From an optimization exercise on the open Yosys and OpenROAD flow, aimed at small area, a short achievable clock period and few clock cycles; shortcuts taken in it are not production practice. Only simulation tests tie the RTL to the original design; equivalence was not proved. Power and IR drop assume default switching activity.

==> inputs of job 516 <==
==> flow/design.v (excerpt) <==
module RISC5(
input clk, rst, irq, stallX,
input [31:0] inbus, codebus,
output [23:0] adr,
output rd, wr, ben,
output [31:0] outbus);
Settings: LEC_CHECK=0, CAP_MARGIN=30, CORE_MARGIN=2, CORE_UTILIZATION=35, PLACE_DENSITY=0.55, SETUP_SLACK_MARGIN=5, SLEW_MARGIN=30, TNS_END_PERCENT=100; clock period 13.0 ns.
run.sh (not shown) runs the stock make flow with config.mk's settings and CLKGATE_MAP_FILE= SYNTH_SCRIPT=/design/flow/synth_recipe.tcl, a recipe that flattens the netlist after the stock synthesis.
==> inputs of job 4534, as changes to job 516 <==
--- a/flow/design.v
+++ b/flow/design.v
@@ -44,17 +44,17 @@
 input [31:0] x, yi, yf,
 output stall,
 output [31:0] z, hz);
 reg [4:0] S;
 reg [63:0] P;
 reg [31:0] Y, Y3;
 reg [8:0] E;
 reg done, first, neg;
-wire [4:0] last = mul ? 5'd5 : (fml ? 5'd4 : (div ? 5'd17 : 5'd14));
+wire [4:0] last = mul ? 5'd5 : (fml ? 5'd4 : (div ? 5'd9 : 5'd8));
 assign stall = run & ~done;
 wire dsgn = div & ~u & x[31];
 wire fp = fml | fdv;
 wire [31:0] yo = fp ? {8'h0, 1'b1, yf[22:0]} : yi;
 wire [31:0] xneg, y3;
 PAdd #(32) nadd(.a(x ^ {32{dsgn}}), .b(32'h0), .ci(dsgn), .s(xneg));
 PAdd #(32) y3add(.a(yo), .b({yo[30:0], 1'b0}), .ci(1'b0), .s(y3));
 wire [7:0] xe = x[30:23], ye = yf[30:23];
@@ -76,37 +76,41 @@
 wire [40:0] s3 = a5 ^ a6 ^ a7, c3 = {((a5 & a6) | (a5 & a7) | (a6 & a7)), 1'b0};
 wire [40:0] s4 = s1 ^ c1 ^ s2, c4 = {((s1 & c1) | (s1 & s2) | (c1 & s2)), 1'b0};
 wire [40:0] s5 = c2 ^ s3 ^ c3, c5 = {((c2 & s3) | (c2 & c3) | (s3 & c3)), 1'b0};
 wire [40:0] s6 = s4 ^ c4 ^ s5, c6 = {((s4 & c4) | (s4 & s5) | (c4 & s5)), 1'b0};
 wire [40:0] s7 = s6 ^ c6 ^ c5, c7 = {((s6 & c6) | (s6 & c5) | (c6 & c5)), 1'b0};
 wire [40:0] macc;
 PAdd #(41) maddr(.a(s7), .b(c7), .ci(neg), .s(macc));
 wire [63:0] mnext = {macc[39:0], P[31:8]};
-wire [63:0] d1;
+wire [63:0] d1, d2;
 Div2 dv1(.P(P), .Y(Y), .Y3(Y3), .Pn(d1));
+Div2 dv2(.P(d1), .Y(Y), .Y3(Y3), .Pn(d2));
+reg half;
 always @ (posedge clk) begin
   if (~rst | ~run | (done & ~stallX)) begin
     S <= 5'd0;
     done <= 1'b0;
     first <= 1'b1;
     neg <= 1'b0;
+    half <= 1'b0;
   end else if (~done) begin
     S <= S + 5'd1;
     done <= (S + 5'd1 == last);
     first <= 1'b0;
     neg <= mul & ~u & (S + 5'd1 == 5'd4);     
+    half <= fdv & (S + 5'd1 == 5'd7);
   end
   if (first) begin
     P <= P0;
     Y <= yo;
     Y3 <= y3;
     E <= eb;
   end else if (~done)
-    P <= (mul | fml) ? mnext : d1;
+    P <= (mul | fml) ? mnext : (half ? d1 : d2);
 end
 wire [31:0] R = P[63:32], Q = P[31:0];
 wire rz = (R == 0);
 wire [31:0] qneg, rneg;
 PAdd #(32) qadd(.a(~Q), .b(32'h0), .ci(rz), .s(qneg));      
 PAdd #(32) radd(.a(Y), .b(~R), .ci(1'b1), .s(rneg));        
 wire [31:0] quot = ~dsgn ? Q : qneg;
 wire [31:0] rem = ~dsgn ? R : (rz ? 32'h0 : rneg);
@@ -187,16 +191,18 @@
 input [31:0] x, y,
 output stall,
 output [31:0] z);
 reg [1:0] State;
 reg [24:0] a3, b3;
 reg as3, bs3;
 reg [26:0] r;      
 reg rs;            
+reg [8:0] e0r;     
+reg xnr, ynr;      
 wire xs = x[31], ys = y[31];
 wire xn = (x[30:0] == 0), yn = (y[30:0] == 0);
 wire [8:0] xe = (u ? 9'h96 : {1'h0, x[30:23]});
 wire [8:0] ye = {1'h0, y[30:23]};
 wire [24:0] xm = {(~u | x[23]), x[22:0], 1'h0};
 wire [24:0] ym = {(~u & ~v), y[22:0], 1'h0};
 wire [8:0] dx = (xe - ye);
 wire [8:0] dy = (ye - xe);
@@ -213,19 +219,19 @@
 wire [24:0] h3 = (sa[7] | sa[6] | sa[5]) ? {25{hs}} : (sa[4] ? {{16{hs}}, h2[24:16]} : h2);
 wire [26:0] Sum, s1;
 PAdd #(27) sadd(.a({as3, as3, a3}), .b({bs3, bs3, b3}), .ci(1'b0), .s(Sum));
 PAdd #(27) aadd(.a(Sum ^ {27{Sum[26]}}), .b({26'h0, Sum[26]}), .ci(1'b1), .s(s1));    
 wire [26:0] s = r;
 wire z24, z22, z20, z18, z16, z14, z12, z10, z8, z6, z4, z2;
 wire [4:0] sc;
 wire [24:0] t1, t2, t3;
-wire [8:0] e1 = ((e0 - {4'h0, sc}) + 1);
+wire [8:0] e1 = ((e0r - {4'h0, sc}) + 1);
 assign stall = (run & (State != 2));
-assign z = (v ? {{7{rs}}, r[25:1]} : (xn ? ((u | yn) ? 0 : y) : (yn ? x : (((t3 == 0) | e1[8]) ? 0 : {rs, e1[7:0], t3[23:1]}))));
+assign z = (v ? {{7{rs}}, r[25:1]} : (xnr ? ((u | ynr) ? 0 : y) : (ynr ? x : (((t3 == 0) | e1[8]) ? 0 : {rs, e1[7:0], t3[23:1]}))));
 assign z24 = (~s[25] & ~s[24]);
 assign z22 = ((z24 & ~s[23]) & ~s[22]);
 assign z20 = ((z22 & ~s[21]) & ~s[20]);
 assign z18 = ((z20 & ~s[19]) & ~s[18]);
 assign z16 = ((z18 & ~s[17]) & ~s[16]);
 assign z14 = ((z16 & ~s[15]) & ~s[14]);
 assign z12 = ((z14 & ~s[13]) & ~s[12]);
 assign z10 = ((z12 & ~s[11]) & ~s[10]);
@@ -237,132 +243,140 @@
 assign t1 = ((sc[1:0] == 3) ? {s[22:1], 3'h0} : ((sc[1:0] == 2) ? {s[23:1], 2'h0} : ((sc[1:0] == 1) ? {s[24:1], 1'h0} : s[25:1])));
 assign t2 = ((sc[3:2] == 3) ? {t1[12:0], 12'h0} : ((sc[3:2] == 2) ? {t1[16:0], 8'h0} : ((sc[3:2] == 1) ? {t1[20:0], 4'h0} : t1)));
 assign t3 = (sc[4] ? {t2[8:0], 16'h0} : t2);
 always @ (posedge clk) begin
   State <= (~rst | ~run | (~stall & ~stallX)) ? 2'd0 : (stall ? State + 2'd1 : State);
   a3 <= sw ? x0 : y0;
   as3 <= sw ? xs : ys;
   b3 <= h3;
+  e0r <= e0;
+  xnr <= xn;
+  ynr <= yn;
   bs3 <= hs;
   r <= v ? Sum : s1;
   rs <= Sum[26];
 end
 endmodule
 `timescale 1ns / 1 ps
 `timescale 1ns / 1 ps
 `timescale 1ns / 1 ps
 module RISC5(
 input clk, rst, irq, stallX,
 input [31:0] inbus, codebus,
 output [23:0] adr,
 output rd, wr, ben,
 output [31:0] outbus);
 reg [21:0] PC;          
 reg [31:0] IR;
-reg [31:0] B, C0;       
-reg [21:0] BT;          
+reg [31:0] B, Cq;       
 reg ival;               
 reg mem2;               
 reg ldL, ldB;           
 reg [3:0] ldR;          
 reg [23:0] DA;          
 reg [31:0] SD;          
 reg N, Z, C, OV;
 reg [31:0] H;
 reg irq1, intEnb, intPnd, intMd;
 reg [25:0] SPC;
-reg dRg, dAdd, dSub, dMD, dMul, dDiv, dFml, dFdv, dFA, dFsub, dLdSt, dBr, dRTI, dSTI;
+reg dImm, dRg, dAdd, dSub, dMD, dMul, dDiv, dFml, dFdv, dFA, dFsub, dLdSt, dBr, dRTI, dSTI;
 reg rMovI, rMovU, rMovC, rMovH, rMovF, rSh, rAnd, rAnn, rIor, rXor, rSum, rMD, rFA;
 wire p = IR[31], q = IR[30], u = IR[29], v = IR[28];
 wire [3:0] op = IR[19:16];
 wire [3:0] ira = IR[27:24];
 wire [2:0] cc = IR[26:24];
 wire [15:0] imm = IR[15:0];
 wire [19:0] off = IR[19:0];
 wire ex = ival & ~mem2;             
 wire Rg = ex & dRg;
 wire Add = ex & dAdd;
 wire Sub = ex & dSub;
 wire LdSt = ex & dLdSt;
 wire Br = ex & dBr;
 wire RTI = ex & dRTI;
-wire [31:0] rB, rC, C1, aluRes, regmux, inbus1, shout, mdres, mdh, fsum, sum;
+wire [31:0] rB, rC, C0, C1, aluRes, regmux, inbus1, shout, mdres, mdh, fsum, sum;
 wire stallMD, stallFA;
 wire busy = stallMD | stallFA;
 wire S = N ^ OV;
 wire cond = (IR[27] ^ (((((((((cc == 0) & N) | ((cc == 1) & Z)) | ((cc == 2) & C)) | ((cc == 3) & OV)) | ((cc == 4) & (C | Z))) | ((cc == 5) & S)) | ((cc == 6) & (S | Z))) | (cc == 7)));
-wire [21:0] nxpc;
+wire [21:0] nxpc, BT;
 PAdd #(22) incpc(.a(PC), .b(22'h0), .ci(1'b1), .s(nxpc));
+PAdd #(22) btadd(.a(PC), .b(IR[21:0]), .ci(1'b1), .s(BT));    
 wire tk = Br & cond;                
 wire [21:0] pcmux0 = busy ? PC : (RTI ? SPC[21:0] : (tk ? (u ? BT : C0[23:2]) : nxpc));
 wire intAckU = intPnd & intEnb & ~intMd & ex & ~busy & ~dLdSt;
 wire intAck = intAckU & ~stallX;
 wire sPC = ~ival | busy;
 wire sI = intAckU;
 wire sT = ~sPC & ~sI & ~RTI & tk;
 wire [21:0] pcmux = ({22{sPC}} & PC) | {21'h0, sI} | ({22{~sI & RTI}} & SPC[21:0])
   | ({22{sT & u}} & BT) | ({22{sT & ~u}} & C0[23:2]) | ({22{ival & ~busy & ~sI & ~RTI & ~tk}} & nxpc);
 wire fetch = ~mem2 & (~ival | ~busy);
-wire [21:0] bt;
-PAdd #(22) btadd(.a(pcmux), .b(codebus[21:0]), .ci(1'b1), .s(bt));
 assign adr = mem2 ? DA : {pcmux, 2'h0};
 assign rd = mem2 & ldL;
 assign wr = mem2 & ~ldL;
 assign ben = ldB;
 assign outbus = ldB ? {SD[7:0], SD[7:0], SD[7:0], SD[7:0]} : SD;
 wire regwr = (((Rg & ~busy) | (tk & v)) & ~stallX) | (mem2 & ldL & ~stallX);
 wire [3:0] wno = mem2 ? ldR : (dBr ? 4'hF : ira);
 wire [3:0] nrb = codebus[23:20];
 wire [3:0] nrc = (codebus[31] & ~codebus[30]) ? codebus[27:24] : codebus[3:0];
 wire [3:0] irc0 = (p & ~q) ? ira : IR[3:0];
 Registers regs(.clk(clk), .wr(regwr), .wno(wno), .sel1(16'h1 << nrb), .sel2(16'h1 << nrc), .din(regmux), .dout1(rB), .dout2(rC));
 wire fwdB = regwr & (wno == (mem2 ? IR[23:20] : nrb));
-wire fwdC = regwr & (wno == (mem2 ? irc0 : nrc));
+wire fwdC = regwr & (wno == (mem2 ? irc0 : nrc)) & ~(mem2 & dImm);
 MulDiv mdUnit(.clk(clk), .rst(rst), .stallX(stallX), .run(ex & dMD), .mul(dMul), .div(dDiv), .fml(dFml), .fdv(dFdv), .u(u), .x(B), .yi(C1), .yf(C0), .stall(stallMD), .z(mdres), .hz(mdh));
 LeftShifter shUnit(.x(B), .sc(C1[4:0]), .rt(op[1]), .ar(~IR[16]), .y(shout));
 FPAdder faddUnit(.clk(clk), .rst(rst), .stallX(stallX), .run(ex & dFA), .u(u), .v(v), .stall(stallFA), .x(B), .y({(dFsub ^ C0[31]), C0[30:0]}), .z(fsum));
-assign C1 = (q ? {{16{v}}, imm} : C0);
-wire sb_ = op[0];
-wire cin = sb_ ? ~(u & C) : (u & C);
-PAdd #(32) alu(.a(B), .b(C1 ^ {32{sb_}}), .ci(cin), .s(sum));
+assign C0 = Cq;
+assign C1 = Cq;
+wire cin = dSub ? ~(u & C) : (u & C);
+PAdd #(32) alu(.a(B), .b(Cq), .ci(cin), .s(sum));
+wire [31:0] ht = B ^ Cq;
+wire [31:0] ho = B | Cq;
+wire zs = (ht[0] == cin) & (ht[31:1] == ho[30:0]);
 wire sa = sum[31];
 wire sb = B[31];
-wire sc = C1[31];
-assign aluRes = ({32{rMovI}} & {{16{v}}, imm}) | ({32{rMovU}} & {imm, 16'h0})
-  | ({32{rMovC}} & C0) | ({32{rMovH}} & H) | ({32{rMovF}} & {N, Z, C, OV, 20'h0, 8'h5B})
-  | ({32{rSh}} & shout) | ({32{rAnd}} & (B & C1)) | ({32{rAnn}} & (B & ~C1)) | ({32{rIor}} & (B | C1)) | ({32{rXor}} & (B ^ C1))
-  | ({32{rSum}} & sum) | ({32{rMD}} & mdres) | ({32{rFA}} & fsum);
-assign regmux = mem2 ? inbus1 : (dBr ? {8'h0, nxpc, 2'h0} : aluRes);
+wire sc = Cq[31] ^ dSub;
+wire [31:0] other = ({32{rMovI & ~mem2}} & {{16{v}}, imm}) | ({32{rMovU & ~mem2}} & {imm, 16'h0})
+  | ({32{rMovC & ~mem2}} & C0) | ({32{rMovH & ~mem2}} & H) | ({32{rMovF & ~mem2}} & {N, Z, C, OV, 20'h0, 8'h5B})
+  | ({32{rSh & ~mem2}} & shout) | ({32{rAnd & ~mem2}} & (B & C1)) | ({32{rAnn & ~mem2}} & (B & ~C1)) | ({32{rIor & ~mem2}} & (B | C1)) | ({32{rXor & ~mem2}} & (B ^ C1))
+  | ({32{rMD & ~mem2}} & mdres) | ({32{rFA & ~mem2}} & fsum)
+  | ({32{dBr & ~mem2}} & {8'h0, nxpc, 2'h0}) | ({32{mem2}} & inbus1);
+assign regmux = other | ({32{rSum & ~mem2}} & sum);
+wire zres = (rSum & ~mem2) ? zs : (other == 0);
 assign inbus1 = (~ldB ? inbus : {24'h0, (DA[1] ? (DA[0] ? inbus[31:24] : inbus[23:16]) : (DA[0] ? inbus[15:8] : inbus[7:0]))});
 wire nn = (RTI ? SPC[25] : (regwr ? regmux[31] : N));
-wire zz = (RTI ? SPC[24] : (regwr ? (regmux == 0) : Z));
+wire zz = (RTI ? SPC[24] : (regwr ? zres : Z));
 wire cx = (RTI ? SPC[23] : (Add ? (((sb & sc) | ((~sa & ~sb) & sc)) | (((~sa & sb) & ~sc) & sa)) : (Sub ? (((~sb & sc) | ((sa & ~sb) & ~sc)) | ((sa & sb) & sc)) : C)));
 wire vv = (RTI ? SPC[22] : (Add ? (((sa & ~sb) & ~sc) | ((~sa & sb) & sc)) : (Sub ? (((sa & ~sb) & sc) | ((~sa & sb) & ~sc)) : OV)));
 wire [23:0] da;
 PAdd #(24) dadd(.a(B[23:0]), .b({{4{off[19]}}, off}), .ci(1'b0), .s(da));
 wire fp = codebus[31], fq = codebus[30], fu = codebus[29], fv = codebus[28];
 wire [3:0] fo = codebus[19:16];
 wire fmov = ~fp & (fo == 0);
+wire fsub = ~fp & (fo == 9);
+wire fimm = ~fp & fq & ~(fo[3] & fo[2]);    
 always @ (posedge clk) begin
   if (~rst) begin
     PC <= 22'h3FF800;
     ival <= 1'b0;
     mem2 <= 1'b0;
   end else if (~stallX) begin
     if (fetch) begin
       PC <= pcmux;
       IR <= codebus;
-      BT <= bt;
       ival <= 1'b1;
       B <= fwdB ? regmux : rB;
-      C0 <= fwdC ? regmux : rC;
+      Cq <= (fimm ? {{16{fv}}, codebus[15:0]} : (fwdC ? regmux : rC)) ^ {32{fsub}};
+      dImm <= fimm;
       dRg <= ~fp;
       dAdd <= ~fp & (fo == 8);
-      dSub <= ~fp & (fo == 9);
+      dSub <= fsub;
       dMD <= ~fp & fo[3] & fo[1];
       dMul <= ~fp & (fo == 10);
       dDiv <= ~fp & (fo == 11);
       dFml <= ~fp & (fo == 14);
       dFdv <= ~fp & (fo == 15);
       dFA <= ~fp & fo[3] & fo[2] & ~fo[1];
       dFsub <= ~fp & (fo == 13);
       dLdSt <= fp & ~fq;
@@ -379,17 +393,17 @@
       rAnn <= ~fp & (fo == 5);
       rIor <= ~fp & (fo == 6);
       rXor <= ~fp & (fo == 7);
       rSum <= ~fp & fo[3] & ~fo[2] & ~fo[1];
       rMD <= ~fp & fo[3] & fo[1];
       rFA <= ~fp & fo[3] & fo[2] & ~fo[1];
     end else if (mem2) begin
       if (fwdB) B <= regmux;
-      if (fwdC) C0 <= regmux;
+      if (fwdC) Cq <= regmux ^ {32{dSub}};
     end
     mem2 <= LdSt;
   end
   if (LdSt) begin
     DA <= da;
     SD <= C0;
     ldL <= ~u;
     ldB <= v;
==> impl_metrics.ini <==
[power]
pwr-share-seq = 0.159

[placed_design]
hpwl_mm = 336

[final_layout]
n_all_inverters = 783
seq_cells = 1020
fin_util = 0.408

[sta]
fin_ws_ns = 3.96

[outcome]
status = no timing/DRC/antenna violations
That was job 4534.
==> impl_metrics.ini <==
[outcome]
status = no timing/DRC/antenna violations

[power]
pwr-share-seq = 0.272

[final_layout]
n_all_inverters = 767
seq_cells = 1030
fin_util = 0.395

[sta]
fin_ws_ns = 4.97

[die]
tap_cells = 3167

[placed_design]
hpwl_mm = 302

[global_route]
overflow = 0
That was job 516.
Testbench counts of job 516, summed over its fixed seeds: cycles 90,573.
Testbench counts of job 4534, summed over its fixed seeds: cycles 78,827.

what the ideal ports hide:
No port has a modelled driver above. Below, the same layouts with a new extraction and two added sets of constraints. Step 1: set_driving_cell puts a clkbuf_16 on clk and a buf_2 on each other input, an assumption about the parent block. Step 2 adds t to the input delays and takes it off the output delays; t is the mean of the earliest and latest rising clock arrival at the registers after step 1. Input paths then give back, and output paths get back, about the clock's delay inside the block. Slacks: no drivers / after step 1 / after step 2; pairs: no drivers / after step 1.
| run | shift t [ns] | setup slack, ns | hold slack, ns | worst setup path after step 2 | clock arrival spread, ns |
|---|---|---|---|---|---|
| job 516 | 0.919 | 4.974 / 4.874 / 4.540 | 0.476 / 0.476 / 0.476 | input to register | 0.086 / 0.086 |
| job 4534 | 0.934 | 3.960 / 3.960 / 3.960 | 0.469 / 0.469 / 0.469 | register to register | 0.073 / 0.074 |
After both steps setup and hold are still met in every run listed. For job 516, which loses most, drivers alone change the setup slack by -0.100 ns; drivers and shift together by -0.434 ns.
